What follows belongs to an exercise in optimizing a design on an open flow for small area; a production flow would make more cautious choices.
Only simulation tests tie the RTL to the original design; equivalence was not proved.

## moldudp64
module moldudp64 #(
	parameter AXI_DATA_W  = 64,
	parameter AXI_KEEP_W  = 8,
	parameter SID_W       = 80,
	parameter SEQ_NUM_W   = 64,
	parameter ML_W        = 16,  
	parameter EOS_MSG_CNT = {ML_W{1'b1}}, 
	parameter OV_DATA_W  = 64-ML_W, 
	parameter OV_KEEP_W  = (OV_DATA_W/8), 
	parameter OV_KEEP_LW = 3  
)(
	input clk,
	input nreset,
	input                  udp_axis_tvalid_i,
	input [AXI_KEEP_W-1:0] udp_axis_tkeep_i,
	input [AXI_DATA_W-1:0] udp_axis_tdata_i,
	input                  udp_axis_tlast_i,
	input                  udp_axis_tuser_i,
	output                 udp_axis_tready_o,
	output logic                 miss_seq_num_v_o,
	output logic [SID_W-1:0]     miss_seq_num_sid_o,
	output logic [SEQ_NUM_W-1:0] miss_seq_num_start_o,	
	output logic [SEQ_NUM_W-1:0] miss_seq_num_cnt_o,
	output logic                 miss_sid_v_o,
	output logic [SID_W-1:0]     miss_sid_start_o,
	output logic [SEQ_NUM_W-1:0] miss_sid_seq_num_start_o,
	output logic [SID_W-1:0]     miss_sid_cnt_o,
	output logic [SEQ_NUM_W-1:0] miss_sid_seq_num_end_o,	
	output logic            flatlined_v_o,
	output [SID_W-1:0]      mold_msg_sid_o,
	output [SEQ_NUM_W-1:0]  mold_msg_seq_num_o,
	output                   mold_msg_v_o,
	output                   mold_msg_start_o,  
	output [AXI_KEEP_LW-1:0] mold_msg_len_o,
	output [AXI_DATA_W-1:0]  mold_msg_data_o, 
	output                   mold_msg_ov_v_o,
	output [OV_KEEP_LW-1:0]  mold_msg_ov_len_o,
	output [OV_DATA_W-1:0]   mold_msg_ov_data_o
);
Size: ~3800 cells after synthesis, ~350 flip-flops, ~840 I/O pins, roughly 29000 um2 of cells after synthesis.
==> module miss_msg_det, before the edit <==
module miss_msg_det #(
	parameter SEQ_NUM_W = 64,
	parameter SID_W     = 80,
	parameter ML_W      = 16,
	parameter SID_GAP_MAX_IDX = SEQ_NUM_W-1	
)(
	input clk,
	input nreset,
	input                 v_i,
	input [SID_W-1:0]     sid_i,
	input [SEQ_NUM_W-1:0] seq_num_i,
	input [SEQ_NUM_W-1:0] cur_seq_i,
	output [SEQ_NUM_W-1:0] cur_seq_inc_o,
	input [ML_W-1:0]      msg_cnt_i,
	input                 eos_i,  
	output logic                 miss_seq_num_v_o,
	output logic [SID_W-1:0]     miss_seq_num_sid_o,
	output logic [SEQ_NUM_W-1:0] miss_seq_num_start_o,	
	output logic [SEQ_NUM_W-1:0] miss_seq_num_cnt_o,
	output logic                 miss_sid_v_o,
	output logic [SID_W-1:0]     miss_sid_start_o,
	output logic [SEQ_NUM_W-1:0] miss_sid_seq_num_start_o,
	output logic [SID_W-1:0]     miss_sid_cnt_o,
	output logic [SEQ_NUM_W-1:0] miss_sid_seq_num_end_o
);
reg   [SID_W-1:0]     sid_q;
reg   [SEQ_NUM_W-1:0] seq_q;
localparam SID_K  = 7;
localparam SID_NB = (SID_W+SID_K-1)/SID_K;
logic [SID_W-1:0]  sid_gap;
logic              sid_ge;
logic              sid_match;
logic              sid_lt;
logic [SID_W-1:0]  sid_add;
logic [SID_NB-1:0] sid_bco;
add_ci #(.W(SID_W), .K(SID_K)) m_sid_sub(.a(sid_i), .b(~sid_q), .ci(1'b1), .s(sid_gap), .co(sid_ge),
	.eq(sid_match), .bco(sid_bco));
localparam HZ_W = SID_W - SID_GAP_MAX_IDX;
logic [HZ_W-1:0] hz_x, hz_y, hz_c;
logic            sid_hi_zero;
assign hz_x = sid_i[SID_W-1:SID_GAP_MAX_IDX];
assign hz_y = ~sid_q[SID_W-1:SID_GAP_MAX_IDX];
assign hz_c = { hz_x[HZ_W-2:0] | hz_y[HZ_W-2:0], sid_bco[SID_GAP_MAX_IDX/SID_K-1] };
assign sid_hi_zero = &( ~( hz_x ^ hz_y ^ hz_c ) );
assign sid_lt    = sid_ge & ~sid_match & sid_hi_zero;
reg eos_pend_q;
always @(posedge clk) begin
	eos_pend_q <= nreset & v_i & eos_i;
end
always @(posedge clk) begin
	if ( ~nreset ) begin
		sid_q <= {SID_W{1'b0}};
	end else if ( eos_pend_q ) begin
		sid_q <= sid_add;
	end else if ( v_i & ~eos_i & sid_lt ) begin
		sid_q <= sid_i;
	end
end
assign miss_sid_v_o     = sid_lt & v_i;
assign miss_sid_start_o = sid_q;
assign miss_sid_cnt_o   = sid_gap;
assign miss_sid_seq_num_start_o = seq_q;
assign miss_sid_seq_num_end_o   = seq_num_i;
logic [SEQ_NUM_W-1:0] seq_gap;
logic                 seq_ge;
logic                 seq_lt;
logic [SEQ_NUM_W-1:0] seq_base;
logic [SEQ_NUM_W-1:0] seq_next;
logic                 seq_lo_co;
logic                 seq_eq;
add_bk #(.W(SEQ_NUM_W)) m_seq_sub(.a(seq_num_i), .b(~seq_q), .ci(1'b1), .s(seq_gap), .co(seq_ge), .eq(seq_eq));
assign seq_lt   = seq_ge & ~seq_eq;
assign seq_base[SEQ_NUM_W-1:ML_W] = eos_pend_q ? sid_q[SEQ_NUM_W-1:ML_W] :
                                    ( v_i & ~seq_lt ) ? seq_q[SEQ_NUM_W-1:ML_W] : cur_seq_i[SEQ_NUM_W-1:ML_W];
assign seq_base[ML_W-1:0] = eos_pend_q ? sid_q[ML_W-1:0] :
                            ~v_i ? cur_seq_i[ML_W-1:0] :
                            seq_lt ? seq_num_i[ML_W-1:0] : seq_q[ML_W-1:0];
add_bk #(.W(ML_W)) m_seq_add_lo(.a(seq_base[ML_W-1:0]), .b(msg_cnt_i & {ML_W{v_i}}), .ci(1'b1),
	.s(seq_next[ML_W-1:0]), .co(seq_lo_co), .eq());
inc_bk #(.W(SEQ_NUM_W-ML_W)) m_seq_add_hi(.a(seq_base[SEQ_NUM_W-1:ML_W]), .ci(seq_lo_co),
	.s(seq_next[SEQ_NUM_W-1:ML_W]), .co());
inc_blk #(.W(SID_W-SEQ_NUM_W)) m_sid_inc_hi(.a(sid_q[SID_W-1:SEQ_NUM_W]), .ci(&sid_q[SEQ_NUM_W-1:0]),
	.s(sid_add[SID_W-1:SEQ_NUM_W]), .co());
assign sid_add[SEQ_NUM_W-1:0] = seq_next;
always @(posedge clk) begin
	if ( ~nreset ) begin
		seq_q <= '0;
	end else if( v_i ) begin
		seq_q <= eos_i ? '0 : seq_next;
	end
end
assign cur_seq_inc_o = seq_next;
assign miss_seq_num_v_o     = seq_lt & v_i & sid_match;
assign miss_seq_num_sid_o   = sid_q;
assign miss_seq_num_start_o = seq_q;
assign miss_seq_num_cnt_o   = seq_gap;
endmodule
clock: 8.0 ns
lec_check: 0
abc_area: 1
cap_margin: 20
core_margin: 2
core_utilization: 40
cts_buf_list: sky130_fd_sc_hd__clkbuf_8
cts_cluster_diameter: 60
cts_cluster_size: 16
slew_margin: 20
standard.sh (not shown) runs the stock make flow with config.mk's settings and CLKGATE_MAP_FILE= SYNTH_SCRIPT=/design/flow/synth_recipe.tcl, a recipe that flattens the netlist after the stock synthesis.
==> flow/flow/run.sh <==
#!/bin/bash
set -euo pipefail
export BUFFER_PORTS_ARGS="-buffer_cell sky130_fd_sc_hd__buf_1"
bash standard.sh > standard.log 2>&1
Next try:
--- a/flow/design.v
+++ b/flow/design.v
@@ -253,22 +253,19 @@
 logic            sid_hi_zero;
 assign hz_x = sid_i[SID_W-1:SID_GAP_MAX_IDX];
 assign hz_y = ~sid_q[SID_W-1:SID_GAP_MAX_IDX];
 assign hz_c = { hz_x[HZ_W-2:0] | hz_y[HZ_W-2:0], sid_bco[SID_GAP_MAX_IDX/SID_K-1] };
 assign sid_hi_zero = &( ~( hz_x ^ hz_y ^ hz_c ) );
 assign sid_lt    = sid_ge & ~sid_match & sid_hi_zero;
-reg eos_pend_q;
-always @(posedge clk) begin
-	eos_pend_q <= nreset & v_i & eos_i;
-end
+inc_blk #(.W(SID_W)) m_sid_inc(.a(sid_q), .ci(1'b1), .s(sid_add), .co());
 always @(posedge clk) begin
 	if ( ~nreset ) begin
 		sid_q <= {SID_W{1'b0}};
-	end else if ( eos_pend_q ) begin
+	end else if ( v_i & eos_i ) begin
 		sid_q <= sid_add;
-	end else if ( v_i & ~eos_i & sid_lt ) begin
+	end else if ( v_i & sid_lt ) begin
 		sid_q <= sid_i;
 	end
 end
 assign miss_sid_v_o     = sid_lt & v_i;
 assign miss_sid_start_o = sid_q;
 assign miss_sid_cnt_o   = sid_gap;
@@ -280,24 +277,19 @@
 logic [SEQ_NUM_W-1:0] seq_base;
 logic [SEQ_NUM_W-1:0] seq_next;
 logic                 seq_lo_co;
 logic                 seq_eq;
 add_bk #(.W(SEQ_NUM_W)) m_seq_sub(.a(seq_num_i), .b(~seq_q), .ci(1'b1), .s(seq_gap), .co(seq_ge), .eq(seq_eq));
 assign seq_lt   = seq_ge & ~seq_eq;
-assign seq_base[SEQ_NUM_W-1:ML_W] = eos_pend_q ? sid_q[SEQ_NUM_W-1:ML_W] :
-                                    ( v_i & ~seq_lt ) ? seq_q[SEQ_NUM_W-1:ML_W] : cur_seq_i[SEQ_NUM_W-1:ML_W];
-assign seq_base[ML_W-1:0] = eos_pend_q ? sid_q[ML_W-1:0] :
-                            ~v_i ? cur_seq_i[ML_W-1:0] :
+assign seq_base[SEQ_NUM_W-1:ML_W] = ( v_i & ~seq_lt ) ? seq_q[SEQ_NUM_W-1:ML_W] : cur_seq_i[SEQ_NUM_W-1:ML_W];
+assign seq_base[ML_W-1:0] = ~v_i ? cur_seq_i[ML_W-1:0] :
                             seq_lt ? seq_num_i[ML_W-1:0] : seq_q[ML_W-1:0];
 add_bk #(.W(ML_W)) m_seq_add_lo(.a(seq_base[ML_W-1:0]), .b(msg_cnt_i & {ML_W{v_i}}), .ci(1'b1),
 	.s(seq_next[ML_W-1:0]), .co(seq_lo_co), .eq());
 inc_bk #(.W(SEQ_NUM_W-ML_W)) m_seq_add_hi(.a(seq_base[SEQ_NUM_W-1:ML_W]), .ci(seq_lo_co),
 	.s(seq_next[SEQ_NUM_W-1:ML_W]), .co());
-inc_blk #(.W(SID_W-SEQ_NUM_W)) m_sid_inc_hi(.a(sid_q[SID_W-1:SEQ_NUM_W]), .ci(&sid_q[SEQ_NUM_W-1:0]),
-	.s(sid_add[SID_W-1:SEQ_NUM_W]), .co());
-assign sid_add[SEQ_NUM_W-1:0] = seq_next;
 always @(posedge clk) begin
 	if ( ~nreset ) begin
 		seq_q <= '0;
 	end else if( v_i ) begin
 		seq_q <= eos_i ? '0 : seq_next;
 	end
The new run finished clean.
Final cell count climbs slightly.
Cell area stays flat.
Core utilization drops by 0.21 points.
Maximum frequency is about the same.
Non-clock buffer count drops by 25.

-- static timing again, ports no longer ideal --
The results above use ideal ports. As a check the final layouts listed here were re-extracted and re-timed, cells and wires unchanged. Step 1 sets driving cells, clkbuf_16 on the clock port and buf_2 on the other inputs (assumed; they add their load-dependent delay and slew). Step 2, shift: input delay + t, output delay - t, t = (earliest + latest rising clock arrival at the registers) / 2. This alone moves slack from input paths to output paths. a / b / c = no drivers / after step 1 / after step 2; a / b = the first two.
run	shift t [ns]	setup slack, ns	slew at the worst register clock pin (ns)
the first run	0.684	0.133 / 0.070 / -0.153	0.11 / 0.11
the second run	0.706	0.151 / 0.092 / -0.228	0.10 / 0.10
With both steps, setup timing fails in the first run and the second run, where it was met with ideal ports. For the second run, which loses most, drivers alone change the setup slack by -0.059 ns; drivers and shift together by -0.379 ns.
